This is an optimization exercise on Yosys and OpenROAD, whose aim is small area, a short achievable clock period and few clock cycles per item, not a production implementation.
At most, simulation tests tie the RTL to the original design; equivalence was not proved.
For run 5, only the layout was checked, not whether the RTL still works.
Power figures rest on the tool's default switching activity, not on a simulated workload.

## design/flow/config.mk

```make
export PLATFORM = sky130hd
export DESIGN_NAME = divider
export DESIGN_NICKNAME = divider
export VERILOG_FILES = /design/flow/design.v
export SDC_FILE = /design/flow/constraint.sdc
export NUM_CORES = 4
export LEC_CHECK = 0
export ABC_AREA = 1
export CAP_MARGIN = 20
export CORE_MARGIN = 2
export CORE_UTILIZATION = 60
export CTS_CLUSTER_SIZE = 30
export SETUP_SLACK_MARGIN = 2.0
export SLEW_MARGIN = 20
```

## design/flow/constraint.sdc

```tcl
create_clock -name core_clock -period 4.5 [get_ports {clk}]
set_input_delay 0.9000 -clock core_clock [delete_from_list [all_inputs] [get_ports {clk}]]
set_output_delay 0.9000 -clock core_clock [all_outputs]
set_load 0.01 [all_outputs]
```

## design/flow/design.v

```verilog
module divider #
(
    parameter N = 32
)
(
    input wire [N-1:0] dividend,
    input wire [N-1:0] divisor,
    input wire start,
    input wire rst,
    input wire clk,
    output wire [N-1:0] quotient,
    output wire [N-1:0] remainder,
    output wire done
);
    wire [N-1:0] xq0 = dividend;
    wire [N-1:0] d0 = divisor;
    wire v0 = start;
    wire [0:0] c0 = xq0[N-1];
    wire [1:0] s0 = {1'b0, c0} - {1'b0, d0[0:0]};
    wire ge0 = ~s0[1] & ~|d0[N-1:1];
    wire [0:0] r1 = ge0 ? s0[0:0] : c0;
    wire [N-1:0] xq1 = {xq0[N-2:0], ge0};
    wire [N-1:0] d1 = d0;
    wire v1 = v0;
    reg [0:0] r1_q;
    reg [N-1:0] xq1_q;
    reg [N-1:0] d1_q;
    reg v1_q;
    always @(posedge clk) begin
        r1_q <= r1;
        xq1_q <= xq1;
        d1_q <= d1;
    end
    always @(posedge clk, posedge rst) begin
        if (rst) v1_q <= 1'b0;
        else v1_q <= v1;
    end
    wire [1:0] c1 = {r1_q, xq1_q[N-1]};
    wire [2:0] s1 = {1'b0, c1} - {1'b0, d1_q[1:0]};
    wire ge1 = ~s1[2] & ~|d1_q[N-1:2];
    wire [1:0] r2 = ge1 ? s1[1:0] : c1;
    wire [N-1:0] xq2 = {xq1_q[N-2:0], ge1};
    wire [N-1:0] d2 = d1_q;
    wire v2 = v1_q;
    reg [1:0] r2_q;
    reg [N-1:0] xq2_q;
    reg [N-1:0] d2_q;
    reg v2_q;
    always @(posedge clk) begin
        r2_q <= r2;
        xq2_q <= xq2;
        d2_q <= d2;
    end
    always @(posedge clk, posedge rst) begin
        if (rst) v2_q <= 1'b0;
        else v2_q <= v2;
    end
    wire [2:0] c2 = {r2_q, xq2_q[N-1]};
    wire [3:0] s2 = {1'b0, c2} - {1'b0, d2_q[2:0]};
    wire ge2 = ~s2[3] & ~|d2_q[N-1:3];
    wire [2:0] r3 = ge2 ? s2[2:0] : c2;
    wire [N-1:0] xq3 = {xq2_q[N-2:0], ge2};
    wire [N-1:0] d3 = d2_q;
    wire v3 = v2_q;
    reg [2:0] r3_q;
    reg [N-1:0] xq3_q;
    reg [N-1:0] d3_q;
    reg v3_q;
    always @(posedge clk) begin
        r3_q <= r3;
        xq3_q <= xq3;
        d3_q <= d3;
    end
    always @(posedge clk, posedge rst) begin
        if (rst) v3_q <= 1'b0;
        else v3_q <= v3;
    end
    wire [3:0] c3 = {r3_q, xq3_q[N-1]};
    wire [4:0] s3 = {1'b0, c3} - {1'b0, d3_q[3:0]};
    wire ge3 = ~s3[4] & ~|d3_q[N-1:4];
    wire [3:0] r4 = ge3 ? s3[3:0] : c3;
    wire [N-1:0] xq4 = {xq3_q[N-2:0], ge3};
    wire [N-1:0] d4 = d3_q;
    wire v4 = v3_q;
    reg [3:0] r4_q;
    reg [N-1:0] xq4_q;
    reg [N-1:0] d4_q;
    reg v4_q;
    always @(posedge clk) begin
        r4_q <= r4;
        xq4_q <= xq4;
        d4_q <= d4;
    end
    always @(posedge clk, posedge rst) begin
        if (rst) v4_q <= 1'b0;
        else v4_q <= v4;
    end
    wire [4:0] c4 = {r4_q, xq4_q[N-1]};
    wire [5:0] s4 = {1'b0, c4} - {1'b0, d4_q[4:0]};
    wire ge4 = ~s4[5] & ~|d4_q[N-1:5];
    wire [4:0] r5 = ge4 ? s4[4:0] : c4;
    wire [N-1:0] xq5 = {xq4_q[N-2:0], ge4};
    wire [N-1:0] d5 = d4_q;
    wire v5 = v4_q;
    reg [4:0] r5_q;
    reg [N-1:0] xq5_q;
    reg [N-1:0] d5_q;
    reg v5_q;
    always @(posedge clk) begin
        r5_q <= r5;
        xq5_q <= xq5;
        d5_q <= d5;
    end
    always @(posedge clk, posedge rst) begin
        if (rst) v5_q <= 1'b0;
        else v5_q <= v5;
    end
    wire [5:0] c5 = {r5_q, xq5_q[N-1]};
    wire [6:0] s5 = {1'b0, c5} - {1'b0, d5_q[5:0]};
    wire ge5 = ~s5[6] & ~|d5_q[N-1:6];
    wire [5:0] r6 = ge5 ? s5[5:0] : c5;
    wire [N-1:0] xq6 = {xq5_q[N-2:0], ge5};
    wire [N-1:0] d6 = d5_q;
    wire v6 = v5_q;
    reg [5:0] r6_q;
    reg [N-1:0] xq6_q;
    reg [N-1:0] d6_q;
    reg v6_q;
    always @(posedge clk) begin
        r6_q <= r6;
        xq6_q <= xq6;
        d6_q <= d6;
    end
    always @(posedge clk, posedge rst) begin
        if (rst) v6_q <= 1'b0;
        else v6_q <= v6;
    end
    wire [6:0] c6 = {r6_q, xq6_q[N-1]};
    wire [7:0] s6 = {1'b0, c6} - {1'b0, d6_q[6:0]};
    wire ge6 = ~s6[7] & ~|d6_q[N-1:7];
    wire [6:0] r7 = ge6 ? s6[6:0] : c6;
    wire [N-1:0] xq7 = {xq6_q[N-2:0], ge6};
    wire [N-1:0] d7 = d6_q;
    wire v7 = v6_q;
    reg [6:0] r7_q;
    reg [N-1:0] xq7_q;
    reg [N-1:0] d7_q;
    reg v7_q;
    always @(posedge clk) begin
        r7_q <= r7;
        xq7_q <= xq7;
        d7_q <= d7;
    end
    always @(posedge clk, posedge rst) begin
        if (rst) v7_q <= 1'b0;
        else v7_q <= v7;
    end
    wire [7:0] c7 = {r7_q, xq7_q[N-1]};
    wire [8:0] s7 = {1'b0, c7} - {1'b0, d7_q[7:0]};
    wire ge7 = ~s7[8] & ~|d7_q[N-1:8];
    wire [7:0] r8 = ge7 ? s7[7:0] : c7;
    wire [N-1:0] xq8 = {xq7_q[N-2:0], ge7};
    wire [N-1:0] d8 = d7_q;
    wire v8 = v7_q;
    reg [7:0] r8_q;
    reg [N-1:0] xq8_q;
    reg [N-1:0] d8_q;
    reg v8_q;
    always @(posedge clk) begin
        r8_q <= r8;
        xq8_q <= xq8;
        d8_q <= d8;
    end
    always @(posedge clk, posedge rst) begin
        if (rst) v8_q <= 1'b0;
        else v8_q <= v8;
    end
    wire [8:0] c8 = {r8_q, xq8_q[N-1]};
    wire [9:0] s8 = {1'b0, c8} - {1'b0, d8_q[8:0]};
    wire ge8 = ~s8[9] & ~|d8_q[N-1:9];
    wire [8:0] r9 = ge8 ? s8[8:0] : c8;
    wire [N-1:0] xq9 = {xq8_q[N-2:0], ge8};
    wire [N-1:0] d9 = d8_q;
    wire v9 = v8_q;
    reg [8:0] r9_q;
    reg [N-1:0] xq9_q;
    reg [N-1:0] d9_q;
    reg v9_q;
    always @(posedge clk) begin
        r9_q <= r9;
        xq9_q <= xq9;
        d9_q <= d9;
    end
    always @(posedge clk, posedge rst) begin
        if (rst) v9_q <= 1'b0;
        else v9_q <= v9;
    end
    wire [9:0] c9 = {r9_q, xq9_q[N-1]};
    wire [10:0] s9 = {1'b0, c9} - {1'b0, d9_q[9:0]};
    wire ge9 = ~s9[10] & ~|d9_q[N-1:10];
    wire [9:0] r10 = ge9 ? s9[9:0] : c9;
    wire [N-1:0] xq10 = {xq9_q[N-2:0], ge9};
    wire [N-1:0] d10 = d9_q;
    wire v10 = v9_q;
    reg [9:0] r10_q;
    reg [N-1:0] xq10_q;
    reg [N-1:0] d10_q;
    reg v10_q;
    always @(posedge clk) begin
        r10_q <= r10;
        xq10_q <= xq10;
        d10_q <= d10;
    end
    always @(posedge clk, posedge rst) begin
        if (rst) v10_q <= 1'b0;
        else v10_q <= v10;
    end
    wire [10:0] c10 = {r10_q, xq10_q[N-1]};
    wire [11:0] s10 = {1'b0, c10} - {1'b0, d10_q[10:0]};
    wire ge10 = ~s10[11] & ~|d10_q[N-1:11];
    wire [10:0] r11 = ge10 ? s10[10:0] : c10;
    wire [N-1:0] xq11 = {xq10_q[N-2:0], ge10};
    wire [N-1:0] d11 = d10_q;
    wire v11 = v10_q;
    reg [10:0] r11_q;
    reg [N-1:0] xq11_q;
    reg [N-1:0] d11_q;
    reg v11_q;
    always @(posedge clk) begin
        r11_q <= r11;
        xq11_q <= xq11;
        d11_q <= d11;
    end
    always @(posedge clk, posedge rst) begin
        if (rst) v11_q <= 1'b0;
        else v11_q <= v11;
    end
    wire [11:0] c11 = {r11_q, xq11_q[N-1]};
    wire [12:0] s11 = {1'b0, c11} - {1'b0, d11_q[11:0]};
    wire ge11 = ~s11[12] & ~|d11_q[N-1:12];
    wire [11:0] r12 = ge11 ? s11[11:0] : c11;
    wire [N-1:0] xq12 = {xq11_q[N-2:0], ge11};
    wire [N-1:0] d12 = d11_q;
    wire v12 = v11_q;
    reg [11:0] r12_q;
    reg [N-1:0] xq12_q;
    reg [N-1:0] d12_q;
    reg v12_q;
    always @(posedge clk) begin
        r12_q <= r12;
        xq12_q <= xq12;
        d12_q <= d12;
    end
    always @(posedge clk, posedge rst) begin
        if (rst) v12_q <= 1'b0;
        else v12_q <= v12;
    end
    wire [12:0] c12 = {r12_q, xq12_q[N-1]};
    wire [13:0] s12 = {1'b0, c12} - {1'b0, d12_q[12:0]};
    wire ge12 = ~s12[13] & ~|d12_q[N-1:13];
    wire [12:0] r13 = ge12 ? s12[12:0] : c12;
    wire [N-1:0] xq13 = {xq12_q[N-2:0], ge12};
    wire [N-1:0] d13 = d12_q;
    wire v13 = v12_q;
    reg [12:0] r13_q;
    reg [N-1:0] xq13_q;
    reg [N-1:0] d13_q;
    reg v13_q;
    always @(posedge clk) begin
        r13_q <= r13;
        xq13_q <= xq13;
        d13_q <= d13;
    end
    always @(posedge clk, posedge rst) begin
        if (rst) v13_q <= 1'b0;
        else v13_q <= v13;
    end
    wire [13:0] c13 = {r13_q, xq13_q[N-1]};
    wire [14:0] s13 = {1'b0, c13} - {1'b0, d13_q[13:0]};
    wire ge13 = ~s13[14] & ~|d13_q[N-1:14];
    wire [13:0] r14 = ge13 ? s13[13:0] : c13;
    wire [N-1:0] xq14 = {xq13_q[N-2:0], ge13};
    wire [N-1:0] d14 = d13_q;
    wire v14 = v13_q;
    reg [13:0] r14_q;
    reg [N-1:0] xq14_q;
    reg [N-1:0] d14_q;
    reg v14_q;
    always @(posedge clk) begin
        r14_q <= r14;
        xq14_q <= xq14;
        d14_q <= d14;
    end
    always @(posedge clk, posedge rst) begin
        if (rst) v14_q <= 1'b0;
        else v14_q <= v14;
    end
    wire [14:0] c14 = {r14_q, xq14_q[N-1]};
    wire [15:0] s14 = {1'b0, c14} - {1'b0, d14_q[14:0]};
    wire ge14 = ~s14[15] & ~|d14_q[N-1:15];
    wire [14:0] r15 = ge14 ? s14[14:0] : c14;
    wire [N-1:0] xq15 = {xq14_q[N-2:0], ge14};
    wire [N-1:0] d15 = d14_q;
    wire v15 = v14_q;
    reg [14:0] r15_q;
    reg [N-1:0] xq15_q;
    reg [N-1:0] d15_q;
    reg v15_q;
    always @(posedge clk) begin
        r15_q <= r15;
        xq15_q <= xq15;
        d15_q <= d15;
    end
    always @(posedge clk, posedge rst) begin
        if (rst) v15_q <= 1'b0;
        else v15_q <= v15;
    end
    wire [15:0] c15 = {r15_q, xq15_q[N-1]};
    wire [16:0] s15 = {1'b0, c15} - {1'b0, d15_q[15:0]};
    wire ge15 = ~s15[16] & ~|d15_q[N-1:16];
    wire [15:0] r16 = ge15 ? s15[15:0] : c15;
    wire [N-1:0] xq16 = {xq15_q[N-2:0], ge15};
    wire [N-1:0] d16 = d15_q;
    wire v16 = v15_q;
    reg [15:0] r16_q;
    reg [N-1:0] xq16_q;
    reg [N-1:0] d16_q;
    reg v16_q;
    always @(posedge clk) begin
        r16_q <= r16;
        xq16_q <= xq16;
        d16_q <= d16;
    end
    always @(posedge clk, posedge rst) begin
        if (rst) v16_q <= 1'b0;
        else v16_q <= v16;
    end
    wire [16:0] c16 = {r16_q, xq16_q[N-1]};
    wire [17:0] s16 = {1'b0, c16} - {1'b0, d16_q[16:0]};
    wire ge16 = ~s16[17] & ~|d16_q[N-1:17];
    wire [16:0] r17 = ge16 ? s16[16:0] : c16;
    wire [N-1:0] xq17 = {xq16_q[N-2:0], ge16};
    wire [N-1:0] d17 = d16_q;
    wire v17 = v16_q;
    reg [16:0] r17_q;
    reg [N-1:0] xq17_q;
    reg [N-1:0] d17_q;
    reg v17_q;
    always @(posedge clk) begin
        r17_q <= r17;
        xq17_q <= xq17;
        d17_q <= d17;
    end
    always @(posedge clk, posedge rst) begin
        if (rst) v17_q <= 1'b0;
        else v17_q <= v17;
    end
    wire [17:0] c17 = {r17_q, xq17_q[N-1]};
    wire [18:0] s17 = {1'b0, c17} - {1'b0, d17_q[17:0]};
    wire ge17 = ~s17[18] & ~|d17_q[N-1:18];
    wire [17:0] r18 = ge17 ? s17[17:0] : c17;
    wire [N-1:0] xq18 = {xq17_q[N-2:0], ge17};
    wire [N-1:0] d18 = d17_q;
    wire v18 = v17_q;
    reg [17:0] r18_q;
    reg [N-1:0] xq18_q;
    reg [N-1:0] d18_q;
    reg v18_q;
    always @(posedge clk) begin
        r18_q <= r18;
        xq18_q <= xq18;
        d18_q <= d18;
    end
    always @(posedge clk, posedge rst) begin
        if (rst) v18_q <= 1'b0;
        else v18_q <= v18;
    end
    wire [18:0] c18 = {r18_q, xq18_q[N-1]};
    wire [19:0] s18 = {1'b0, c18} - {1'b0, d18_q[18:0]};
    wire ge18 = ~s18[19] & ~|d18_q[N-1:19];
    wire [18:0] r19 = ge18 ? s18[18:0] : c18;
    wire [N-1:0] xq19 = {xq18_q[N-2:0], ge18};
    wire [N-1:0] d19 = d18_q;
    wire v19 = v18_q;
    reg [18:0] r19_q;
    reg [N-1:0] xq19_q;
    reg [N-1:0] d19_q;
    reg v19_q;
    always @(posedge clk) begin
        r19_q <= r19;
        xq19_q <= xq19;
        d19_q <= d19;
    end
    always @(posedge clk, posedge rst) begin
        if (rst) v19_q <= 1'b0;
        else v19_q <= v19;
    end
    wire [19:0] c19 = {r19_q, xq19_q[N-1]};
    wire [20:0] s19 = {1'b0, c19} - {1'b0, d19_q[19:0]};
    wire ge19 = ~s19[20] & ~|d19_q[N-1:20];
    wire [19:0] r20 = ge19 ? s19[19:0] : c19;
    wire [N-1:0] xq20 = {xq19_q[N-2:0], ge19};
    wire [N-1:0] d20 = d19_q;
    wire v20 = v19_q;
    reg [19:0] r20_q;
    reg [N-1:0] xq20_q;
    reg [N-1:0] d20_q;
    reg v20_q;
    always @(posedge clk) begin
        r20_q <= r20;
        xq20_q <= xq20;
        d20_q <= d20;
    end
    always @(posedge clk, posedge rst) begin
        if (rst) v20_q <= 1'b0;
        else v20_q <= v20;
    end
    wire [20:0] c20 = {r20_q, xq20_q[N-1]};
    wire [21:0] s20 = {1'b0, c20} - {1'b0, d20_q[20:0]};
    wire ge20 = ~s20[21] & ~|d20_q[N-1:21];
    wire [20:0] r21 = ge20 ? s20[20:0] : c20;
    wire [N-1:0] xq21 = {xq20_q[N-2:0], ge20};
    wire [N-1:0] d21 = d20_q;
    wire v21 = v20_q;
    reg [20:0] r21_q;
    reg [N-1:0] xq21_q;
    reg [N-1:0] d21_q;
    reg v21_q;
    always @(posedge clk) begin
        r21_q <= r21;
        xq21_q <= xq21;
        d21_q <= d21;
    end
    always @(posedge clk, posedge rst) begin
        if (rst) v21_q <= 1'b0;
        else v21_q <= v21;
    end
    wire [21:0] c21 = {r21_q, xq21_q[N-1]};
    wire [22:0] s21 = {1'b0, c21} - {1'b0, d21_q[21:0]};
    wire ge21 = ~s21[22] & ~|d21_q[N-1:22];
    wire [21:0] r22 = ge21 ? s21[21:0] : c21;
    wire [N-1:0] xq22 = {xq21_q[N-2:0], ge21};
    wire [N-1:0] d22 = d21_q;
    wire v22 = v21_q;
    reg [21:0] r22_q;
    reg [N-1:0] xq22_q;
    reg [N-1:0] d22_q;
    reg v22_q;
    always @(posedge clk) begin
        r22_q <= r22;
        xq22_q <= xq22;
        d22_q <= d22;
    end
    always @(posedge clk, posedge rst) begin
        if (rst) v22_q <= 1'b0;
        else v22_q <= v22;
    end
    wire [22:0] c22 = {r22_q, xq22_q[N-1]};
    wire [23:0] s22 = {1'b0, c22} - {1'b0, d22_q[22:0]};
    wire ge22 = ~s22[23] & ~|d22_q[N-1:23];
    wire [22:0] r23 = ge22 ? s22[22:0] : c22;
    wire [N-1:0] xq23 = {xq22_q[N-2:0], ge22};
    wire [N-1:0] d23 = d22_q;
    wire v23 = v22_q;
    reg [22:0] r23_q;
    reg [N-1:0] xq23_q;
    reg [N-1:0] d23_q;
    reg v23_q;
    always @(posedge clk) begin
        r23_q <= r23;
        xq23_q <= xq23;
        d23_q <= d23;
    end
    always @(posedge clk, posedge rst) begin
        if (rst) v23_q <= 1'b0;
        else v23_q <= v23;
    end
    wire [23:0] c23 = {r23_q, xq23_q[N-1]};
    wire [24:0] s23 = {1'b0, c23} - {1'b0, d23_q[23:0]};
    wire ge23 = ~s23[24] & ~|d23_q[N-1:24];
    wire [23:0] r24 = ge23 ? s23[23:0] : c23;
    wire [N-1:0] xq24 = {xq23_q[N-2:0], ge23};
    wire [N-1:0] d24 = d23_q;
    wire v24 = v23_q;
    reg [23:0] r24_q;
    reg [N-1:0] xq24_q;
    reg [N-1:0] d24_q;
    reg v24_q;
    always @(posedge clk) begin
        r24_q <= r24;
        xq24_q <= xq24;
        d24_q <= d24;
    end
    always @(posedge clk, posedge rst) begin
        if (rst) v24_q <= 1'b0;
        else v24_q <= v24;
    end
    wire [24:0] c24 = {r24_q, xq24_q[N-1]};
    wire [25:0] s24 = {1'b0, c24} - {1'b0, d24_q[24:0]};
    wire ge24 = ~s24[25] & ~|d24_q[N-1:25];
    wire [24:0] r25 = ge24 ? s24[24:0] : c24;
    wire [N-1:0] xq25 = {xq24_q[N-2:0], ge24};
    wire [N-1:0] d25 = d24_q;
    wire v25 = v24_q;
    reg [24:0] r25_q;
    reg [N-1:0] xq25_q;
    reg [N-1:0] d25_q;
    reg v25_q;
    always @(posedge clk) begin
        r25_q <= r25;
        xq25_q <= xq25;
        d25_q <= d25;
    end
    always @(posedge clk, posedge rst) begin
        if (rst) v25_q <= 1'b0;
        else v25_q <= v25;
    end
    wire [25:0] c25 = {r25_q, xq25_q[N-1]};
    wire [26:0] s25 = {1'b0, c25} - {1'b0, d25_q[25:0]};
    wire ge25 = ~s25[26] & ~|d25_q[N-1:26];
    wire [25:0] r26 = ge25 ? s25[25:0] : c25;
    wire [N-1:0] xq26 = {xq25_q[N-2:0], ge25};
    wire [N-1:0] d26 = d25_q;
    wire v26 = v25_q;
    reg [25:0] r26_q;
    reg [N-1:0] xq26_q;
    reg [N-1:0] d26_q;
    reg v26_q;
    always @(posedge clk) begin
        r26_q <= r26;
        xq26_q <= xq26;
        d26_q <= d26;
    end
    always @(posedge clk, posedge rst) begin
        if (rst) v26_q <= 1'b0;
        else v26_q <= v26;
    end
    wire [26:0] c26 = {r26_q, xq26_q[N-1]};
    wire [27:0] s26 = {1'b0, c26} - {1'b0, d26_q[26:0]};
    wire ge26 = ~s26[27] & ~|d26_q[N-1:27];
    wire [26:0] r27 = ge26 ? s26[26:0] : c26;
    wire [N-1:0] xq27 = {xq26_q[N-2:0], ge26};
    wire [N-1:0] d27 = d26_q;
    wire v27 = v26_q;
    reg [26:0] r27_q;
    reg [N-1:0] xq27_q;
    reg [N-1:0] d27_q;
    reg v27_q;
    always @(posedge clk) begin
        r27_q <= r27;
        xq27_q <= xq27;
        d27_q <= d27;
    end
    always @(posedge clk, posedge rst) begin
        if (rst) v27_q <= 1'b0;
        else v27_q <= v27;
    end
    wire [27:0] c27 = {r27_q, xq27_q[N-1]};
    wire [28:0] s27 = {1'b0, c27} - {1'b0, d27_q[27:0]};
    wire ge27 = ~s27[28] & ~|d27_q[N-1:28];
    wire [27:0] r28 = ge27 ? s27[27:0] : c27;
    wire [N-1:0] xq28 = {xq27_q[N-2:0], ge27};
    wire [N-1:0] d28 = d27_q;
    wire v28 = v27_q;
    reg [27:0] r28_q;
    reg [N-1:0] xq28_q;
    reg [N-1:0] d28_q;
    reg v28_q;
    always @(posedge clk) begin
        r28_q <= r28;
        xq28_q <= xq28;
        d28_q <= d28;
    end
    always @(posedge clk, posedge rst) begin
        if (rst) v28_q <= 1'b0;
        else v28_q <= v28;
    end
    wire [28:0] c28 = {r28_q, xq28_q[N-1]};
    wire [29:0] s28 = {1'b0, c28} - {1'b0, d28_q[28:0]};
    wire ge28 = ~s28[29] & ~|d28_q[N-1:29];
    wire [28:0] r29 = ge28 ? s28[28:0] : c28;
    wire [N-1:0] xq29 = {xq28_q[N-2:0], ge28};
    wire [N-1:0] d29 = d28_q;
    wire v29 = v28_q;
    reg [28:0] r29_q;
    reg [N-1:0] xq29_q;
    reg [N-1:0] d29_q;
    reg v29_q;
    always @(posedge clk) begin
        r29_q <= r29;
        xq29_q <= xq29;
        d29_q <= d29;
    end
    always @(posedge clk, posedge rst) begin
        if (rst) v29_q <= 1'b0;
        else v29_q <= v29;
    end
    wire [29:0] c29 = {r29_q, xq29_q[N-1]};
    wire [30:0] s29 = {1'b0, c29} - {1'b0, d29_q[29:0]};
    wire ge29 = ~s29[30] & ~|d29_q[N-1:30];
    wire [29:0] r30 = ge29 ? s29[29:0] : c29;
    wire [N-1:0] xq30 = {xq29_q[N-2:0], ge29};
    wire [N-1:0] d30 = d29_q;
    wire v30 = v29_q;
    reg [29:0] r30_q;
    reg [N-1:0] xq30_q;
    reg [N-1:0] d30_q;
    reg v30_q;
    always @(posedge clk) begin
        r30_q <= r30;
        xq30_q <= xq30;
        d30_q <= d30;
    end
    always @(posedge clk, posedge rst) begin
        if (rst) v30_q <= 1'b0;
        else v30_q <= v30;
    end
    wire [30:0] c30 = {r30_q, xq30_q[N-1]};
    wire [31:0] s30 = {1'b0, c30} - {1'b0, d30_q[30:0]};
    wire ge30 = ~s30[31] & ~|d30_q[N-1:31];
    wire [30:0] r31 = ge30 ? s30[30:0] : c30;
    wire [N-1:0] xq31 = {xq30_q[N-2:0], ge30};
    wire [N-1:0] d31 = d30_q;
    wire v31 = v30_q;
    reg [30:0] r31_q;
    reg [N-1:0] xq31_q;
    reg [N-1:0] d31_q;
    reg v31_q;
    always @(posedge clk) begin
        r31_q <= r31;
        xq31_q <= xq31;
        d31_q <= d31;
    end
    always @(posedge clk, posedge rst) begin
        if (rst) v31_q <= 1'b0;
        else v31_q <= v31;
    end
    wire [31:0] c31 = {r31_q, xq31_q[N-1]};
    wire [32:0] s31 = {1'b0, c31} - {1'b0, d31_q[31:0]};
    wire ge31 = ~s31[32];
    wire [31:0] r32 = ge31 ? s31[31:0] : c31;
    wire [N-1:0] xq32 = {xq31_q[N-2:0], ge31};
    wire [N-1:0] d32 = d31_q;
    wire v32 = v31_q;
    reg [31:0] r32_q;
    reg [N-1:0] xq32_q;
    reg v32_q;
    always @(posedge clk) begin
        r32_q <= r32;
        xq32_q <= xq32;
    end
    always @(posedge clk, posedge rst) begin
        if (rst) v32_q <= 1'b0;
        else v32_q <= v32;
    end
    assign quotient = xq32_q;
    assign remainder = r32_q;
    assign done = v32_q;
endmodule
```

## design/flow/run.sh

```bash
#!/bin/bash
# synth_recipe.tcl (not shown) runs the flow's synth.tcl, then flattens the netlist and writes it again
# the make line also repeats each setting of config.mk as NAME=value (left out here)
make -C /OpenROAD-flow-scripts/flow DESIGN_CONFIG=/design/flow/config.mk WORK_HOME=/design/flow/orfs CLKGATE_MAP_FILE= SYNTH_SCRIPT=/design/flow/synth_recipe.tcl finish
```

==> impl_metrics.toml, run 1 <==
[yosys]
syn_area_um2 = 93500
synthMuxAreaShare = 0
postSynthNetCount = 11700
synth_fa_ha_area_frac = 0.0772
ys_seq_elements = 2576
yosysWarnings = 1
synth_top_family_by_area = "simple AND/OR/NAND/NOR gates"
syn_avg_cell_area_um2 = 8.42
synth_ff_type = "dfxtp_1"
synth_cells = 11100
synthTopCellsByArea = "dfxtp_1 54%, nand2_1 14%, ha_1 7.1%, inv_1 6.9%, nand3_1 2.6%"
synth.distinct_cells = 56
synth_top_area_cell = "dfxtp_1"
synth-simple-area-share = 0.218
synth_compound_area_frac = 0.0502
synth-xor-area-share = 0.0256
synth_async_sr_flop_share = 0.0124
synth_top_area_share = 0.545
yosysSeqAreaShare = 0.554
synth-edff-count = 0

[place]
gp_congestion = 1.01
hpwl_mm = 172
portBuffers = 131
dpl_worst_slack_ns = 1.61

[pwr]
comb_power_share = 0.136
power.density_nw_per_um2 = 499
p_leak_nw = 54.5
pwr-share-seq = 0.470
switching_share = 0.270
peakVddDrop_mv = 0.458
p_sw_mw = 14.3
internal_power_mw = 38.7
clkPwrFrac = 0.394

[sta]
rsz0062_at_grt = "yes"
fin_worst_skew_ns = 0.0881
setup_viol_count_final = 0
slew_viol_final = 0
fin_crit_ns = 2.44
fin_ws_ns = 2.06
relSlewSlack = 0.169
worstMarginPinSlew_ns = 1.24
fin_tns_setup_ns = 0
finalHoldViolations = 0
clock.fmax_mhz = 410
hold_slack_ns = 0.293
fin_crit_sh = 0.543

[global_routing]
antenna_found_initial = 3
grt_use_total = 0.287
grt_pass1_vias = 68300
grt_pass1_wl_mm = 360
overflow = 0
grt_max_degree = 44

[drt]
wl_mm = 231
via_count = 69400
drtPass1Iterations = 9
drc = 0
wl_per_cell_um = 16.9
final_antenna_net_count = 0
initialDrtViolationCount = 5384
viasPerCell = 5.08

[clocking]
insertion_delay_ns = 0.87
htreeDepth = 4
cts-root-buf = "clkbuf_16"
cts_tree = "yes"
cts_made_buffers = 233
clkTransAtPathRegs_ns = 0.07
cts_max_path_buffers = 3
cts_sinks = 2576
holdBufCountCts = 0

[final_layout]
final_cell_mix = "3508 x nand2_1, 2526 x dfxtp_1, 1704 x inv_1"
post-route-util = 0.687
fill_cells = 12200
syn2layout_area_growth_pct = 13.5
drive_gt1_frac = 0.0520
final_common_cell = "nand2_1"
num-nets-final = 12100

[setup_path]
arrival_ns = 3.21
crit_path_start_kind = "flop"
reg2reg_slack_ns = 2.06
cp_max_fo = 23
crit_required_ns = 5.27
endpoint_kind = "flop"
critPathKind = "flop to flop"

[hold_path]
hold_path_class = "flop to flop"

[floorplan]
floorplan.initialDensity = 0.605
io-pin-count = 132
die-area_um2 = 159000
die_x_um = 399
fp.coreArea_um2 = 154000
rows = 144
die_height_um = 399

[run]
maxCapViolCount = 0

[outcome]
outcome = "no timing/DRC/antenna violations"
## critical path: stages (launching register included)
cell and delay (ns):
dfxtp_1 0.36, inv_1 0.06, ha_1 0.23, fa_2 0.40
inv_1 0.10, nand2_1 0.07, nand3_2 0.13, nand2_1 0.08
nand2_2 0.13, nand2_2 0.14, nand2_8 0.16, nand2_8 0.16
o21ai_1 0.30
## power groups by stage
stage | registers [mW] | clock network, mW | logic [mW]
3_5_place_dp | 25.4 | 0 | 6.94
4_1_cts | 24.9 | 21.2 | 7.00
5_1_grt | 25.0 | 22.2 | 8.16
2_1_floorplan | 25.0 | 0 | 5.08
6_report | 24.9 | 20.9 | 7.23
3_3_place_gp | 25.4 | 0 | 6.85
## kinds of logic after synthesis
family | after synthesis
XOR/XNOR | 273
AND/OR/NAND/NOR | 5014
adder cells (fa/ha/maj) | 558
AO/OA/AOI/OAI | 868
flip-flops | 2576
buffers and inverters | 1811
## final cells by class
class / instances / area [µm²] / area share
timing repair inverter: 1 / 7.51 / 0.0000707
inverter: 1727 / 6520 / 0.0614
multi-input combinational: 6722 / 35200 / 0.332
sequential: 2576 / 51800 / 0.488
antenna: 1 / 2.50 / 0.0000236
tap: 2044 / 2560 / 0.0241
clock buffer: 305 / 6410 / 0.0604
clock inverter: 130 / 1940 / 0.0183
timing repair buffer: 167 / 1690 / 0.0159
## through the flow
step	power (mW)	cells	cell area [µm²]
CTS	53.1	13600	105000
global route	55.3	13700	106000
detailed placement	32.3	13200	96800
finish	53.0	13700	106000
floorplan	30.1	11100	93500
global placement	32.2	13200	96800
## synth_stat cells, types with 13 or more instances
| library cell | n |
|---|---|
| xor2_1 | 119 |
| nor3_1 | 71 |
| o21ai_1 | 120 |
| dfxtp_1 | 2544 |
| nand2_2 | 28 |
| clkbuf_1 | 13 |
| buf_6 | 16 |
| nand4_1 | 109 |
| a21oi_1 | 398 |
| nand3b_1 | 32 |
| nor4_1 | 82 |
| nor2_2 | 13 |
| o21bai_1 | 50 |
| and2_1 | 26 |
| fa_1 | 31 |
| inv_1 | 1709 |
| buf_2 | 41 |
| o21ai_0 | 233 |
| nand2_1 | 3527 |
| xnor2_1 | 154 |
| dfrtp_1 | 32 |
| nand3_1 | 491 |
| a21o_1 | 29 |
| ha_1 | 527 |
| inv_2 | 17 |
| nor2_1 | 603 |
## worst paths after layout
path | to | cells past startpoint | start
max reg2reg | r30_q[1] | 12 | xq29_q[31]
min | xq20_q[5] | 0 | xq19_q[4]
max in group asynchronous | v32_q | 2 | rst
min in group asynchronous | v2_q | 2 | rst
min reg2reg | xq20_q[5] | 0 | xq19_q[4]
max | r30_q[1] | 12 | xq29_q[31]
## per-layer routing
layer | track usage | vias to the layer above | part of all wire
met5 | 0 | - | 0
li1 | - | 35200 | -
met2 | 0.482 | 1991 | 0.47
met1 | 0.381 | 31800 | 0.44
met3 | 0.0418 | 405 | 0.060
met4 | 0.0906 | 0 | 0.030
## what timing repair did
action                                  4_1_cts  5_1_grt
cloned                                        3       10
pin swaps                                     5       12
setup buffers                                10       18
gates resized for setup                     120       92
endpoints found under the setup margin      454      372
Testbench counts, summed over its fixed seeds: cycles 2,296, items 2,048.
==> run 2, diff against run 1 <==
==> design/flow/config.mk (replaced) <==
export PLATFORM = sky130hd
export DESIGN_NAME = divider
export DESIGN_NICKNAME = divider
export VERILOG_FILES = /design/flow/design.v
export SDC_FILE = /design/flow/constraint.sdc
export NUM_CORES = 4
export LEC_CHECK = 0
export CAP_MARGIN = 20
export CORE_MARGIN = 2
export CORE_UTILIZATION = 40
export SLEW_MARGIN = 20
==> run 2 against run 1 <==
Power fell by 1.1%. Critical path depth down 1. Cell count decreased by 22%. Non-clock buffer count fell by 10. Sequential share of layout area up 3.8 points. Largest power group unchanged. Clock skew is 0.018 ns lower. Critical path type unchanged. Largest cell class unchanged. Clock power grew 5%.
==> impl_metrics.toml, run 2 <==
[clocking]
cts_sinks = 2576
cts_max_path_buffers = 4
insertion_delay_ns = 0.91
cts_tree = "yes"
clkTransAtPathRegs_ns = 0.06
cts_made_buffers = 286
holdBufCountCts = 0
htreeDepth = 5
cts-root-buf = "clkbuf_16"
cts_resized = 0
post_cts_buffers = 0

[place]
portBuffers = 131
gp_congestion = 0.887
hpwl_mm = 105
placed_area_um2 = 89500
dpl_worst_slack_ns = 0.285
dp_cells = 10200

[yosys]
ys_seq_elements = 2576
yosysMostFrequentCell = "dfxtp_1"
syn_avg_cell_area_um2 = 11.5
syn_area_um2 = 84800
synthTopCellsByArea = "dfxtp_1 60%, ha_1 7.8%, mux2_2 4.1%, inv_1 3.2%, xnor2_1 2.6%"
synth_async_sr_flop_share = 0.0124
yosysSeqAreaShare = 0.610
synth.distinct_cells = 94
yosysWarnings = 1
synth_cells = 7374
synth_top_area_cell = "dfxtp_1"
synth-edff-count = 0
synth_common_cells = "2544 x dfxtp_1, 717 x inv_1, 527 x ha_1, 370 x nand2_1, 351 x o21ai_0"
postSynthNetCount = 7999
synth_ff_type = "dfxtp_1"
synth_top_area_share = 0.601

[final_layout]
num-nets-final = 8354
final_cell_mix = "2544 x dfxtp_1, 717 x inv_1, 527 x ha_1"
drive_gt1_frac = 0.105
syn2layout_area_growth_pct = 16.2
multi_input_area_um2 = 30000
final-seq-area_um2 = 51700
fill_cells = 18900
final_area_um2 = 98500
final_common_cell = "dfxtp_1"
post_layout_nonfiller_instances = 10700

[run]
maxCapViolCount = 0

[sta]
fin_worst_skew_ns = 0.0701
fin_crit_ns = 4.26
rsz0062_at_grt = "no"
fin_crit_sh = 0.946
finalHoldViolations = 0
fin_tns_setup_ns = 0
clock.fmax_mhz = 235
relSlewSlack = 0.356
slew_viol_final = 0
fin_ws_ns = 0.244
setup_viol_count_final = 0
worstMarginPinSlew_ns = 0.966

[hold_path]
hold_path_class = "flop to flop"

[drt]
drtPass1Iterations = 7
drc = 0
initialDrtViolationCount = 1952
via_count = 50400
wl_per_cell_um = 13.5
final_antenna_net_count = 0
viasPerCell = 4.70
wl_mm = 145

[setup_path]
critPathKind = "flop to flop"
crit_required_ns = 5.23
endpoint_kind = "flop"
crit_path_start_kind = "flop"
cp_max_fo = 59
arrival_ns = 4.99

[floorplan]
die_height_um = 464
die-area_um2 = 216000
io-pin-count = 132
floorplan.initialDensity = 0.403
die_x_um = 464
fp.coreArea_um2 = 210000
rows = 168

[pwr]
peakVddDrop_mv = 0.404
p_leak_nw = 43.7
finalPower_mw = 52.4
power.density_nw_per_um2 = 532

[global_routing]
grt_pass1_vias = 51500
grt_pass1_wl_mm = 243
grt_use_total = 0.133
grt_max_degree = 60
antenna_found_initial = 3
overflow = 0

[outcome]
outcome = "no timing/DRC/antenna violations"
## run 2: where the power goes
| part | switching, mW | total [mW] | internal (mW) |
|---|---|---|---|
| sequential | 0.584 | 24.7 | 24.1 |
| combinational | 3.00 | 5.77 | 2.76 |
| clock | 8.65 | 22.0 | 13.3 |
| total | 12.2 | 52.4 | 40.2 |
## run 2: final cells by class
| class | count | area share |
|---|---|---|
| Antenna cell | 1 | 0.0000254 |
| Sequential cell | 2576 | 0.525 |
| Inverter | 717 | 0.0273 |
| Clock inverter | 76 | 0.00727 |
| Clock buffer | 402 | 0.0842 |
| Tap cell | 2805 | 0.0356 |
| Timing Repair Buffer | 157 | 0.0154 |
| Multi-Input combinational cell | 3991 | 0.305 |
## run 2: through the flow
stage | utilization | hold WS, ns
finish | 0.468 | 0.282
global route | 0.468 | 0.289
global placement | 0.426 | 0.310
floorplan | - | 0.310
CTS | 0.468 | 0.283
detailed placement | 0.426 | 0.312
## run 2: layer usage
layer | up-vias | GRT usage | routed length [µm]
li1 | 25900 | - | -
met1 | 23200 | 0.155 | 64600
met2 | 868 | 0.232 | 69100
met3 | 447 | 0.0263 | 5520
met4 | 0 | 0.0614 | 5920
met5 | - | 0 | 0
## run 2: final timing paths
| kind | startpoint | end | slack (ns) | cells past startpoint |
|---|---|---|---|---|
| hold reg to reg | xq28_q[6] | xq29_q[7] | 0.28 | 0 |
| setup / recovery | xq29_q[31] | r30_q[4] | 0.24 | 11 |
| hold / removal | xq28_q[6] | xq29_q[7] | 0.28 | 0 |
| min in group asynchronous | rst | v4_q | 0.39 | 3 |
| setup reg to reg | xq29_q[31] | r30_q[4] | 0.24 | 11 |
| max in group asynchronous | rst | v26_q | 3.77 | 3 |
## run 2: cells by family (layout without fill, tap and decap cells)
group | after synthesis | count (layout) | share of synthesized area
flip-flops | 2576 | 2576 | 0.610
AO/OA/AOI/OAI | 1341 | 1341 | 0.102
AND/OR/NAND/NOR | 1335 | 1335 | 0.0770
buffers and inverters | 807 | 1352 | 0.0363
adder cells (fa/ha/maj) | 558 | 558 | 0.0851
XOR/XNOR | 383 | 383 | 0.0396
multiplexers | 374 | 374 | 0.0496
other | 0 | 1 | 0
## run 2: critical path: stages (launching register included)
cell       delay (ns)
dfxtp_1          0.32
inv_1            0.04
ha_1             0.20
fa_1             0.42
nor2b_1          0.17
o31a_1           0.17
o21ai_1          0.10
a2111oi_0        0.84
o311ai_1         0.39
a211o_1          0.34
a311o_2          0.71
mux2_2           0.40
==> run 3, diff against run 2 <==
--- a/design/flow/config.mk
+++ b/design/flow/config.mk
@@ -6,6 +6,8 @@
 export NUM_CORES = 4
 export LEC_CHECK = 0
+export ABC_AREA = 1
 export CAP_MARGIN = 20
 export CORE_MARGIN = 2
 export CORE_UTILIZATION = 40
+export SETUP_SLACK_MARGIN = 2.0
 export SLEW_MARGIN = 20
==> run 3 against run 2 <==
Wire length increased by 77%. Sequential cell count did not move. Sequential power about the same. Synthesized cell count up 51%. Global-route usage up 8.1 points. Critical endpoint is now r31_q[25].
==> impl_metrics.toml, run 3 <==
[pwr]
power.density_nw_per_um2 = 511
p_leak_nw = 55.3
peakVddDrop_mv = 0.419

[drt]
drc = 0
via_count = 68900
wl_per_cell_um = 17.4
initialDrtViolationCount = 4567
final_antenna_net_count = 0
wl_mm = 257
viasPerCell = 4.67
drtPass1Iterations = 9

[sta]
fin_tns_setup_ns = 0
relSlewSlack = 0.263
fin_ws_ns = 2.08
fin_crit_ns = 2.42
fin_crit_sh = 0.538
rsz0062_at_grt = "yes"
setup_viol_count_final = 0
worstMarginPinSlew_ns = 1.10
slew_viol_final = 0
finalHoldViolations = 0
fin_worst_skew_ns = 0.0987
clock.fmax_mhz = 413

[setup_path]
critPathKind = "flop to flop"
endpoint_kind = "flop"
crit_start = "r30_q[19]"
rr_startpoint = "r30_q[19]"
cp_max_fo = 10
crit_path_start_kind = "flop"
crit_required_ns = 5.27
arrival_ns = 3.19

[final_layout]
syn2layout_area_growth_pct = 17.0
final_cell_mix = "3497 x nand2_1, 2505 x dfxtp_1, 1705 x inv_1"
fill_cells = 22500
drive_gt1_frac = 0.0681
multi_input_area_um2 = 35600
post-route-util = 0.470
final-seq-area_um2 = 51800
final_common_cell = "nand2_1"
num-nets-final = 12100
final_area_um2 = 109000

[yosys]
postSynthNetCount = 11700
synthTopCellsByArea = "dfxtp_1 54%, nand2_1 14%, ha_1 7.1%, inv_1 6.9%, nand3_1 2.6%"
synth_common_cells = "3527 x nand2_1, 2544 x dfxtp_1, 1709 x inv_1, 603 x nor2_1, 527 x ha_1"
synth_cells = 11100
syn_avg_cell_area_um2 = 8.42
synth_top_area_cell = "dfxtp_1"
synth_async_sr_flop_share = 0.0124
yosysSeqAreaShare = 0.554
syn_area_um2 = 93500
synth_top_area_share = 0.545
yosysWarnings = 1
yosysMostFrequentCell = "nand2_1"
synth_ff_type = "dfxtp_1"
synth.distinct_cells = 56
synth-edff-count = 0
ys_seq_elements = 2576

[clocking]
htreeDepth = 5
cts_tree = "yes"
cts-root-buf = "clkbuf_16"
insertion_delay_ns = 0.94
cts_made_buffers = 289
cts_sinks = 2576
cts_max_path_buffers = 4
clkTransAtPathRegs_ns = 0.06

[global_routing]
overflow = 0
grt_use_total = 0.213
grt_pass1_vias = 69000
grt_pass1_wl_mm = 393
grt_max_degree = 44
antenna_found_initial = 10

[hold_path]
hold_path_class = "flop to flop"
hold_start = "xq29_q[14]"

[floorplan]
fp.coreArea_um2 = 233000
die_x_um = 487
die_height_um = 487
die-area_um2 = 238000
rows = 177
floorplan.initialDensity = 0.402
io-pin-count = 132

[place]
placed_area_um2 = 98100
portBuffers = 131
dpl_worst_slack_ns = 1.25
hpwl_mm = 201
gp_congestion = 0.937

[run]
maxCapViolCount = 0

[outcome]
outcome = "no timing/DRC/antenna violations"
==> run 3: kinds of logic (layout without fill, tap and decap cells) <==
| logic type | count (synthesis) | in the layout | share of synthesized area |
|---|---|---|---|
| AOI/OAI and AO/OA | 868 | 869 | 0.0502 |
| buffers and inverters | 1811 | 2424 | 0.0751 |
| and+or+nand+nor | 5014 | 5021 | 0.218 |
| DFF | 2576 | 2576 | 0.554 |
| other | 0 | 5 | 0 |
| xor gates and xnor gates | 273 | 273 | 0.0256 |
| adders and majority gates | 558 | 558 | 0.0772 |
==> run 3: cell type report <==
| type | instances | share of cell area |
|---|---|---|
| repair inverters | 3 | 0.000229 |
| multi-input cells | 6721 | 0.325 |
| diodes | 5 | 0.000114 |
| inverters | 1727 | 0.0598 |
| clock buffers | 388 | 0.0765 |
| clock inverters | 101 | 0.0107 |
| well taps | 3043 | 0.0348 |
| repair buffers | 205 | 0.0187 |
| flip-flops and latches | 2576 | 0.474 |
==> run 3: path summary, 6_finish.rpt <==
kind	cells after the start	slack (ns)	to
max in group asynchronous	3	3.72	v32_q
min in group asynchronous	3	0.36	v1_q
worst min register to register	0	0.29	xq30_q[15]
worst max-delay path	12	2.08	r31_q[25]
worst min-delay path	0	0.29	xq30_q[15]
worst max register to register	12	2.08	r31_q[25]
==> run 3: power breakdown <==
part	switching [mW]	internal, mW	leakage, nW
logic	4.86	2.68	29.0
registers	0.911	24.1	21.6
clock network	9.06	14.2	4.69
total	14.8	41.0	55.3
==> run 3: worst max-delay path, stage by stage (launching register included) <==
cell	delay, ns
dfxtp_1	0.53
ha_2	0.40
nand2_1	0.08
nand2_1	0.07
nand2_1	0.06
nand2_1	0.08
a21oi_1	0.21
nand3_2	0.15
nand2_4	0.14
nand2_8	0.12
buf_4	0.17
nand3_1	0.17
nand2_1	0.08
==> run 3: per-stage QoR <==
| step | hold slack, ns | std cells | total power [mW] |
|---|---|---|---|
| global route | 0.290 | 14800 | 58.5 |
| CTS | 0.282 | 14700 | 56.1 |
| detailed placement | 0.312 | 14200 | 32.7 |
| finish | 0.286 | 14800 | 55.8 |
| floorplan | 0.310 | 11100 | 30.1 |
| global placement | 0.309 | 14200 | 32.7 |
==> run 3: what timing repair did <==
item,4_1_cts,5_1_grt
pin swaps,14,13
buffers inserted,27,34
endpoints found under the hold margin,0,0
gates resized for setup,184,169
cloned,6,11
setup endpoints to repair,471,416
hold buffers,0,0
==> run 3: routing by layer <==
layer,vias up,global-route usage,wire (µm)
met4,0,0.0644,7040
met2,1439,0.351,116000
met1,31700,0.288,122000
li1,35400,-,-
met5,-,0,0
met3,421,0.0320,11300
==> run 4, diff against run 3 <==
--- a/design/flow/config.mk
+++ b/design/flow/config.mk
@@ -9,5 +9,7 @@
 export CAP_MARGIN = 20
 export CORE_MARGIN = 2
-export CORE_UTILIZATION = 40
+export CORE_UTILIZATION = 60
+export CTS_BUF_LIST = sky130_fd_sc_hd__clkbuf_8
+export CTS_CLUSTER_SIZE = 24
 export SETUP_SLACK_MARGIN = 2.0
 export SLEW_MARGIN = 20
==> run 4 against run 3 <==
The layout now fails its checks (capacitance limit, slew limit). Sequential cell count unchanged. Utilization grew 21 points. Critical path depth did not move. Sequential share of layout area increased by 1.6 points. Clock power fell by 16%. Maximum frequency shrank 1.8%. Critical path type unchanged. Critical endpoint is now r26_q[23].
==> impl_metrics.toml, run 4 <==
[outcome]
outcome = "finished with violations"
so_faults = "capacitance limit, slew limit"

[floorplan]
rows = 144
floorplan.initialDensity = 0.605
die-area_um2 = 159000
fp.coreArea_um2 = 154000
io-pin-count = 132
die_x_um = 399
die_height_um = 399

[final_layout]
fill_cells = 12300
final_cell_mix = "3505 x nand2_1, 2525 x dfxtp_1, 1803 x inv_1"
final_common_cell = "nand2_1"
drive_gt1_frac = 0.0728
num-nets-final = 12200
syn2layout_area_growth_pct = 13.1

[sta]
clock.fmax_mhz = 405
hold_slack_ns = 0.253
finalHoldViolations = 0
fin_crit_ns = 2.47
worstMarginPinSlew_ns = 1.50
rsz0062_at_grt = "yes"
setup_viol_count_final = 0
fin_tns_setup_ns = 0
relSlewSlack = -0.00266
slew_viol_final = 1
fin_worst_skew_ns = 0.0992
fin_crit_sh = 0.548

[clocking]
htreeDepth = 5
cts_made_buffers = 390
insertion_delay_ns = 1.09
clkTransAtPathRegs_ns = 0.07
holdBufCountCts = 0
cts-root-buf = "clkbuf_8"
cts_sinks = 2576
cts_max_path_buffers = 4
cts_tree = "yes"

[yosys]
synth_common_cells = "3527 x nand2_1, 2544 x dfxtp_1, 1709 x inv_1, 603 x nor2_1, 527 x ha_1"
synth_fa_ha_area_frac = 0.0772
synth-edff-count = 0
synth_top_family_by_area = "simple AND/OR/NAND/NOR gates"
synthMuxAreaShare = 0
yosysMostFrequentCell = "nand2_1"
synth_async_sr_flop_share = 0.0124
synth_ff_type = "dfxtp_1"
synth.distinct_cells = 56
synth_top_area_share = 0.545
syn_area_um2 = 93500
ys_seq_elements = 2576
synthTopCellsByArea = "dfxtp_1 54%, nand2_1 14%, ha_1 7.1%, inv_1 6.9%, nand3_1 2.6%"
yosysSeqAreaShare = 0.554
yosysWarnings = 1
synth-xor-area-share = 0.0256
postSynthNetCount = 11700
syn_avg_cell_area_um2 = 8.42
synth_cells = 11100
synth-simple-area-share = 0.218
synth_compound_area_frac = 0.0502
synth_top_area_cell = "dfxtp_1"

[setup_path]
crit_required_ns = 5.40
cp_max_fo = 5
reg2reg_slack_ns = 2.03
crit_path_start_kind = "flop"
critPathKind = "flop to flop"
endpoint_kind = "flop"
arrival_ns = 3.36

[pwr]
power.density_nw_per_um2 = 488
p_leak_nw = 54.9
peakVddDrop_mv = 0.486

[drt]
initialDrtViolationCount = 5255
final_antenna_net_count = 0
via_count = 70000
viasPerCell = 5.03
wl_mm = 229
wl_per_cell_um = 16.4
drc = 0
drtPass1Iterations = 9

[global_routing]
grt_pass1_vias = 69000
antenna_found_initial = 7
grt_use_total = 0.284
grt_pass1_wl_mm = 357
overflow = 0
grt_max_degree = 44

[place]
portBuffers = 131
hpwl_mm = 172
gp_congestion = 1.01

[run]
maxCapViolCount = 1

[hold_path]
hold_path_class = "flop to flop"
-- run 4: cell types whose count changed in the layout (fill, tap and decap cells not counted), sizes merged, moves of 9 or more --
cell | previous run | this run
dlygate4sd2 | 51 | 0
clkinv | 57 | 66
inv | 1736 | 1828
buf | 72 | 81
clkbuf | 392 | 486
clkinvlp | 17 | 7
-- run 4: where the power goes --
group	leakage (nW)	internal (mW)	switching (mW)	total [mW]
sequential	21.6	24.1	0.796	24.9
clock	4.56	10.8	8.74	19.5
combinational	28.7	2.57	4.59	7.16
-- run 4: layout make-up --
type                       count  area (µm²)  share of cell area
sequential                  2576       51800               0.489
multi-input combinational   6724       35300               0.334
clock buffer                 484        6660              0.0630
inverter                    1727        6530              0.0617
tap                         2044        2560              0.0242
timing repair buffer         168        1540              0.0145
clock inverter               192        1390              0.0132
antenna                        7        17.5            0.000166
timing repair inverter         1        7.51           0.0000710
-- run 4: logic make-up after synthesis --
kind of cell / Yosys count
buffers and inverters: 1811
AND/OR/NAND/NOR: 5014
AO/OA/AOI/OAI: 868
adder cells (fa/ha/maj): 558
flip-flops: 2576
XOR/XNOR: 273
-- run 4: critical path, cell delays in order (launching register included) --
cell and delay [ns]:
dfxtp_1 0.38, inv_1 0.07, ha_1 0.37, nand2_1 0.09
nand2_1 0.07, nor2_1 0.24, nor2_1 0.15, o21ai_0 0.49
nand3_1 0.14, nand2_1 0.09, nand2_1 0.08, nand2_1 0.08
nand2_1 0.07
-- run 4: path summary, 6_finish.rpt --
path | from | to | cells after the start
max in group asynchronous | rst | v2_q | 2
hold / removal | xq30_q[13] | xq31_q[14] | 0
hold reg to reg | xq30_q[13] | xq31_q[14] | 0
min in group asynchronous | rst | v20_q | 2
setup / recovery | d25_q[2] | r26_q[23] | 12
setup reg to reg | d25_q[2] | r26_q[23] | 12
-- run 4: per-stage QoR --
step	util	std cells	worst slack [ns]	total power, mW	cell area, µm²
floorplan	-	11100	2.43	30.1	93500
global placement	0.627	13200	1.69	32.2	96800
detailed placement	0.627	13200	1.61	32.3	96800
CTS	0.680	13900	1.81	51.8	105000
global route	0.685	13900	1.96	54.0	106000
finish	0.685	13900	2.03	51.6	106000
-- run 4: layer usage --
metal | GRT usage | wire, µm | up-vias | part of all wire
met4 | 0.105 | 7690 | 0 | 0.034
li1 | - | - | 35500 | -
met5 | 0 | 0 | - | 0
met3 | 0.0474 | 14600 | 470 | 0.064
met2 | 0.472 | 105000 | 2084 | 0.46
met1 | 0.371 | 101000 | 31900 | 0.44
-- run 4: repair_timing --
action / CTS / global route
gates cloned: 2 / 12
buffers inserted: 9 / 21
endpoints found under the setup margin: 424 / 376
pin swaps: 4 / 11
resized for setup: 284 / 110
==> run 5, diff against run 4 <==
--- a/design/flow/design.v
+++ b/design/flow/design.v
@@ -23,24 +23,11 @@
     wire [N-1:0] d1 = d0;
     wire v1 = v0;
-    reg [0:0] r1_q;
-    reg [N-1:0] xq1_q;
-    reg [N-1:0] d1_q;
-    reg v1_q;
-    always @(posedge clk) begin
-        r1_q <= r1;
-        xq1_q <= xq1;
-        d1_q <= d1;
-    end
-    always @(posedge clk, posedge rst) begin
-        if (rst) v1_q <= 1'b0;
-        else v1_q <= v1;
-    end
-    wire [1:0] c1 = {r1_q, xq1_q[N-1]};
-    wire [2:0] s1 = {1'b0, c1} - {1'b0, d1_q[1:0]};
-    wire ge1 = ~s1[2] & ~|d1_q[N-1:2];
+    wire [1:0] c1 = {r1, xq1[N-1]};
+    wire [2:0] s1 = {1'b0, c1} - {1'b0, d1[1:0]};
+    wire ge1 = ~s1[2] & ~|d1[N-1:2];
     wire [1:0] r2 = ge1 ? s1[1:0] : c1;
-    wire [N-1:0] xq2 = {xq1_q[N-2:0], ge1};
-    wire [N-1:0] d2 = d1_q;
-    wire v2 = v1_q;
+    wire [N-1:0] xq2 = {xq1[N-2:0], ge1};
+    wire [N-1:0] d2 = d1;
+    wire v2 = v1;
     reg [1:0] r2_q;
     reg [N-1:0] xq2_q;
@@ -63,24 +50,11 @@
     wire [N-1:0] d3 = d2_q;
     wire v3 = v2_q;
-    reg [2:0] r3_q;
-    reg [N-1:0] xq3_q;
-    reg [N-1:0] d3_q;
-    reg v3_q;
-    always @(posedge clk) begin
-        r3_q <= r3;
-        xq3_q <= xq3;
-        d3_q <= d3;
-    end
-    always @(posedge clk, posedge rst) begin
-        if (rst) v3_q <= 1'b0;
-        else v3_q <= v3;
-    end
-    wire [3:0] c3 = {r3_q, xq3_q[N-1]};
-    wire [4:0] s3 = {1'b0, c3} - {1'b0, d3_q[3:0]};
-    wire ge3 = ~s3[4] & ~|d3_q[N-1:4];
+    wire [3:0] c3 = {r3, xq3[N-1]};
+    wire [4:0] s3 = {1'b0, c3} - {1'b0, d3[3:0]};
+    wire ge3 = ~s3[4] & ~|d3[N-1:4];
     wire [3:0] r4 = ge3 ? s3[3:0] : c3;
-    wire [N-1:0] xq4 = {xq3_q[N-2:0], ge3};
-    wire [N-1:0] d4 = d3_q;
-    wire v4 = v3_q;
+    wire [N-1:0] xq4 = {xq3[N-2:0], ge3};
+    wire [N-1:0] d4 = d3;
+    wire v4 = v3;
     reg [3:0] r4_q;
     reg [N-1:0] xq4_q;
@@ -103,24 +77,11 @@
     wire [N-1:0] d5 = d4_q;
     wire v5 = v4_q;
-    reg [4:0] r5_q;
-    reg [N-1:0] xq5_q;
-    reg [N-1:0] d5_q;
-    reg v5_q;
-    always @(posedge clk) begin
-        r5_q <= r5;
-        xq5_q <= xq5;
-        d5_q <= d5;
-    end
-    always @(posedge clk, posedge rst) begin
-        if (rst) v5_q <= 1'b0;
-        else v5_q <= v5;
-    end
-    wire [5:0] c5 = {r5_q, xq5_q[N-1]};
-    wire [6:0] s5 = {1'b0, c5} - {1'b0, d5_q[5:0]};
-    wire ge5 = ~s5[6] & ~|d5_q[N-1:6];
+    wire [5:0] c5 = {r5, xq5[N-1]};
+    wire [6:0] s5 = {1'b0, c5} - {1'b0, d5[5:0]};
+    wire ge5 = ~s5[6] & ~|d5[N-1:6];
     wire [5:0] r6 = ge5 ? s5[5:0] : c5;
-    wire [N-1:0] xq6 = {xq5_q[N-2:0], ge5};
-    wire [N-1:0] d6 = d5_q;
-    wire v6 = v5_q;
+    wire [N-1:0] xq6 = {xq5[N-2:0], ge5};
+    wire [N-1:0] d6 = d5;
+    wire v6 = v5;
     reg [5:0] r6_q;
     reg [N-1:0] xq6_q;
@@ -143,24 +104,11 @@
     wire [N-1:0] d7 = d6_q;
     wire v7 = v6_q;
-    reg [6:0] r7_q;
-    reg [N-1:0] xq7_q;
-    reg [N-1:0] d7_q;
-    reg v7_q;
-    always @(posedge clk) begin
-        r7_q <= r7;
-        xq7_q <= xq7;
-        d7_q <= d7;
-    end
-    always @(posedge clk, posedge rst) begin
-        if (rst) v7_q <= 1'b0;
-        else v7_q <= v7;
-    end
-    wire [7:0] c7 = {r7_q, xq7_q[N-1]};
-    wire [8:0] s7 = {1'b0, c7} - {1'b0, d7_q[7:0]};
-    wire ge7 = ~s7[8] & ~|d7_q[N-1:8];
+    wire [7:0] c7 = {r7, xq7[N-1]};
+    wire [8:0] s7 = {1'b0, c7} - {1'b0, d7[7:0]};
+    wire ge7 = ~s7[8] & ~|d7[N-1:8];
     wire [7:0] r8 = ge7 ? s7[7:0] : c7;
-    wire [N-1:0] xq8 = {xq7_q[N-2:0], ge7};
-    wire [N-1:0] d8 = d7_q;
-    wire v8 = v7_q;
+    wire [N-1:0] xq8 = {xq7[N-2:0], ge7};
+    wire [N-1:0] d8 = d7;
+    wire v8 = v7;
     reg [7:0] r8_q;
     reg [N-1:0] xq8_q;
==> design/flow/config.mk (replaced) <==
export PLATFORM = sky130hd
export DESIGN_NAME = divider
export DESIGN_NICKNAME = divider
export VERILOG_FILES = /design/flow/design.v
export SDC_FILE = /design/flow/constraint.sdc
export NUM_CORES = 4
export LEC_CHECK = 0
export CAP_MARGIN = 20
export CORE_MARGIN = 2
export CORE_UTILIZATION = 40
export SLEW_MARGIN = 20
==> run 5 against run 4 <==
The run now finishes clean. Clock power hardly changed. Maximum frequency shrank 41%. Largest cell class unchanged. Combinational power is about 20% lower.
==> impl_metrics.toml, run 5 <==
[pwr]
clkPwrFrac = 0.413
power.density_nw_per_um2 = 523
internal_power_mw = 35.9
pwr-share-seq = 0.465
comb_power_share = 0.122
peakVddDrop_mv = 0.354
p_leak_nw = 40.3
switching_share = 0.242
p_sw_mw = 11.5

[hold_path]
hold_start = "xq15_q[26]"
whs_path_depth = 0
hold_path_class = "flop to flop"

[drt]
initialDrtViolationCount = 1684
via_count = 47100
wl_met1_mm = 52.1
dr_wl_met2_mm = 69.0
wl_met3_mm = 4.44
final_antenna_net_count = 0
drtPass1Iterations = 5
wl_per_cell_um = 13.0
viasPerCell = 4.71
drc = 0
wl_mm = 130
highest_layer = "met4"

[floorplan]
fp.coreArea_um2 = 193000
io-pin-count = 132
rows = 161
die_x_um = 445
floorplan.initialDensity = 0.404
die-area_um2 = 198000
die_height_um = 445

[final_layout]
syn2layout_area_growth_pct = 16.3
drive_gt1_frac = 0.101
num-nets-final = 7891
fill_cells = 17300
final_cell_mix = "2272 x dfxtp_1, 673 x inv_1, 527 x ha_1"
final_common_cell = "dfxtp_1"
final_area_um2 = 90600

[sta]
relSlewSlack = 0.364
finalHoldViolations = 0
fin_tns_setup_ns = 0
setup_viol_count_final = 0
fin_crit_sh = 0.924
rsz0062_at_grt = "no"
fin_crit_ns = 4.16
clock.fmax_mhz = 241
slew_viol_final = 0
worstMarginPinSlew_ns = 0.945
fin_worst_skew_ns = 0.0703

[global_routing]
grt_use_total = 0.131
grt_max_degree = 52
antenna_found_initial = 1
overflow = 0
grt_pass1_vias = 48700
grt_pass1_wl_mm = 222

[clocking]
cts_sinks = 2300
cts_made_buffers = 229
cts_tree = "yes"
post_cts_buffers = 0
cts-root-buf = "clkbuf_16"
insertion_delay_ns = 0.87
htreeDepth = 4
cts_max_path_buffers = 3
clkTransAtPathRegs_ns = 0.06

[setup_path]
worstRegToRegCells = 14
reg2reg_to = "r28_q[9]"
cp_max_fo = 28
endpoint = "r28_q[9]"
crit_required_ns = 5.21
arrival_ns = 4.87
crit_buf_inv = 2
crit_path_start_kind = "flop"
reg2reg_slack_ns = 0.34
rr_startpoint = "xq27_q[31]"
endpoint_kind = "flop"
crit_cells = 14
crit_start = "xq27_q[31]"
crit_family = "compound AO/OA/AOI/OAI gates"
cpPeakStageDelay_ns = 0.44
path_cells = "inv_1, ha_1, fa_1, nand2b_1, a21boi_0, o21ai_1, a2111oi_0, nor2_1, o211ai_1, a21oi_1, nor3_1, a31o_2, buf_12, mux2_2"
slowest_stage = "a2111oi_0"
critPathKind = "flop to flop"

[yosys]
yosysWarnings = 1
yosysSeqAreaShare = 0.593
syn_avg_cell_area_um2 = 11.2
yosysMostFrequentCell = "dfxtp_1"
postSynthNetCount = 7566
synth_top_area_cell = "dfxtp_1"
synth_ff_type = "dfxtp_1"
synth_common_cells = "2272 x dfxtp_1, 674 x inv_1, 527 x ha_1, 371 x nand2_1, 353 x o21ai_0"
synthTopCellsByArea = "dfxtp_1 58%, ha_1 8.5%, mux2_2 3.9%, inv_1 3.2%, xnor2_1 2.7%"
synth-edff-count = 0
ys_seq_elements = 2300
synth_async_sr_flop_share = 0.0122
syn_area_um2 = 77900
synth_cells = 6941
synth_top_area_share = 0.584
synth.distinct_cells = 84

[outcome]
outcome = "no timing/DRC/antenna violations"

[place]
portBuffers = 131
gp_congestion = 0.849
placed_area_um2 = 82500
hpwl_mm = 95.3

[run]
maxCapViolCount = 0
[run 5: what timing repair did]
action | in CTS | in global routing
setup endpoints to repair | 0 | 9
hold buffers | 0 | 0
resized for setup | 0 | 5
[run 5: worst min-delay path by stage]
| stage | endpoint | slack [ns] |
|---|---|---|
| global placement | xq26_q[20] | 0.31 |
| finish | xq16_q[27] | 0.29 |
| floorplan | xq10_q[10] | 0.31 |
| CTS | xq12_q[21] | 0.28 |
| detailed placement | xq10_q[12] | 0.31 |
| global route | xq22_q[1] | 0.29 |
[run 5: cell families after synthesis]
logic type	count (synthesis)	synth area share
AOI/OAI and AO/OA	1315	0.107
xor gates and xnor gates	376	0.0423
adders and majority gates	558	0.0926
buffers and inverters	756	0.0372
DFF	2300	0.593
muxes	342	0.0487
and+or+nand+nor	1294	0.0798
[run 5: area by class of cell]
class	count	area [µm²]	area share
clock inverters	103	1520	0.0167
diodes	1	2.50	0.0000276
multi-input cells	3885	28900	0.319
well taps	2526	3160	0.0349
inverters	674	2530	0.0279
flip-flops and latches	2300	46200	0.510
clock buffers	322	6600	0.0728
repair buffers	176	1710	0.0189
[run 5: routing by layer]
layer | vias to the layer above | GRT usage
met5 | - | 0
met4 | 0 | 0.0588
met3 | 352 | 0.0259
met2 | 633 | 0.254
met1 | 21800 | 0.135
li1 | 24300 | -
[run 5: power by group through the flow]
| stage | sequential (mW) | clock (mW) | combinational [mW] |
|---|---|---|---|
| after floorplan | 22.4 | 0 | 4.29 |
| after global placement | 22.5 | 0 | 5.55 |
| after detailed placement | 22.5 | 0 | 5.71 |
| after CTS | 22.1 | 20.3 | 5.76 |
| after global routing | 22.2 | 21.1 | 6.45 |
| final | 22.0 | 19.6 | 5.76 |
[run 5: per-stage QoR]
step	setup slack [ns]	total power, mW	utilization	cells	hold slack [ns]
4_1_cts	0.168	48.1	0.469	9986	0.283
3_5_place_dp	0.183	28.2	0.427	9561	0.312
3_3_place_gp	0.264	28.1	0.427	9561	0.310
6_report	0.343	47.4	0.470	9987	0.288
5_1_grt	0.0584	49.7	0.470	9986	0.293
2_1_floorplan	0.115	26.7	-	6941	0.310

## separate check: timing with driven ports
Ports are ideal in the flow. The routed layouts listed here were re-timed in OpenROAD.
Step 1, drivers: a clkbuf_16 drives clk and a buf_2 each remaining input, both assumed.
Step 2 moves the port delays by t, midway between the first and last clock arrival at a register: inputs arrive t later, outputs are due t later. That takes back most of the time a late clock gives input paths.
Three values: ideal ports, drivers, drivers and shift; two values: the first two.
| run | shift t [ns] | setup WS [ns] | clock arrival spread, ns | worst register clock-pin slew, ns |
|---|---|---|---|---|
| run 1 | 0.926 | 2.059 / 2.022 / 1.987 | 0.135 / 0.135 | 0.08 / 0.08 |
| run 2 | 0.950 | 0.244 / 0.244 / 0.244 | 0.100 / 0.101 | 0.07 / 0.07 |
| run 3 | 0.987 | 2.077 / 1.997 / 1.946 | 0.108 / 0.108 | 0.07 / 0.07 |
| run 4 | 1.106 | 2.033 / 1.983 / 2.033 | 0.132 / 0.132 | 0.08 / 0.08 |
| run 5 | 0.915 | 0.343 / 0.343 / 0.343 | 0.081 / 0.081 | 0.07 / 0.07 |
The setup slack of run 3, which loses most, moves by -0.080 ns with the drivers and by -0.131 ns with both steps.
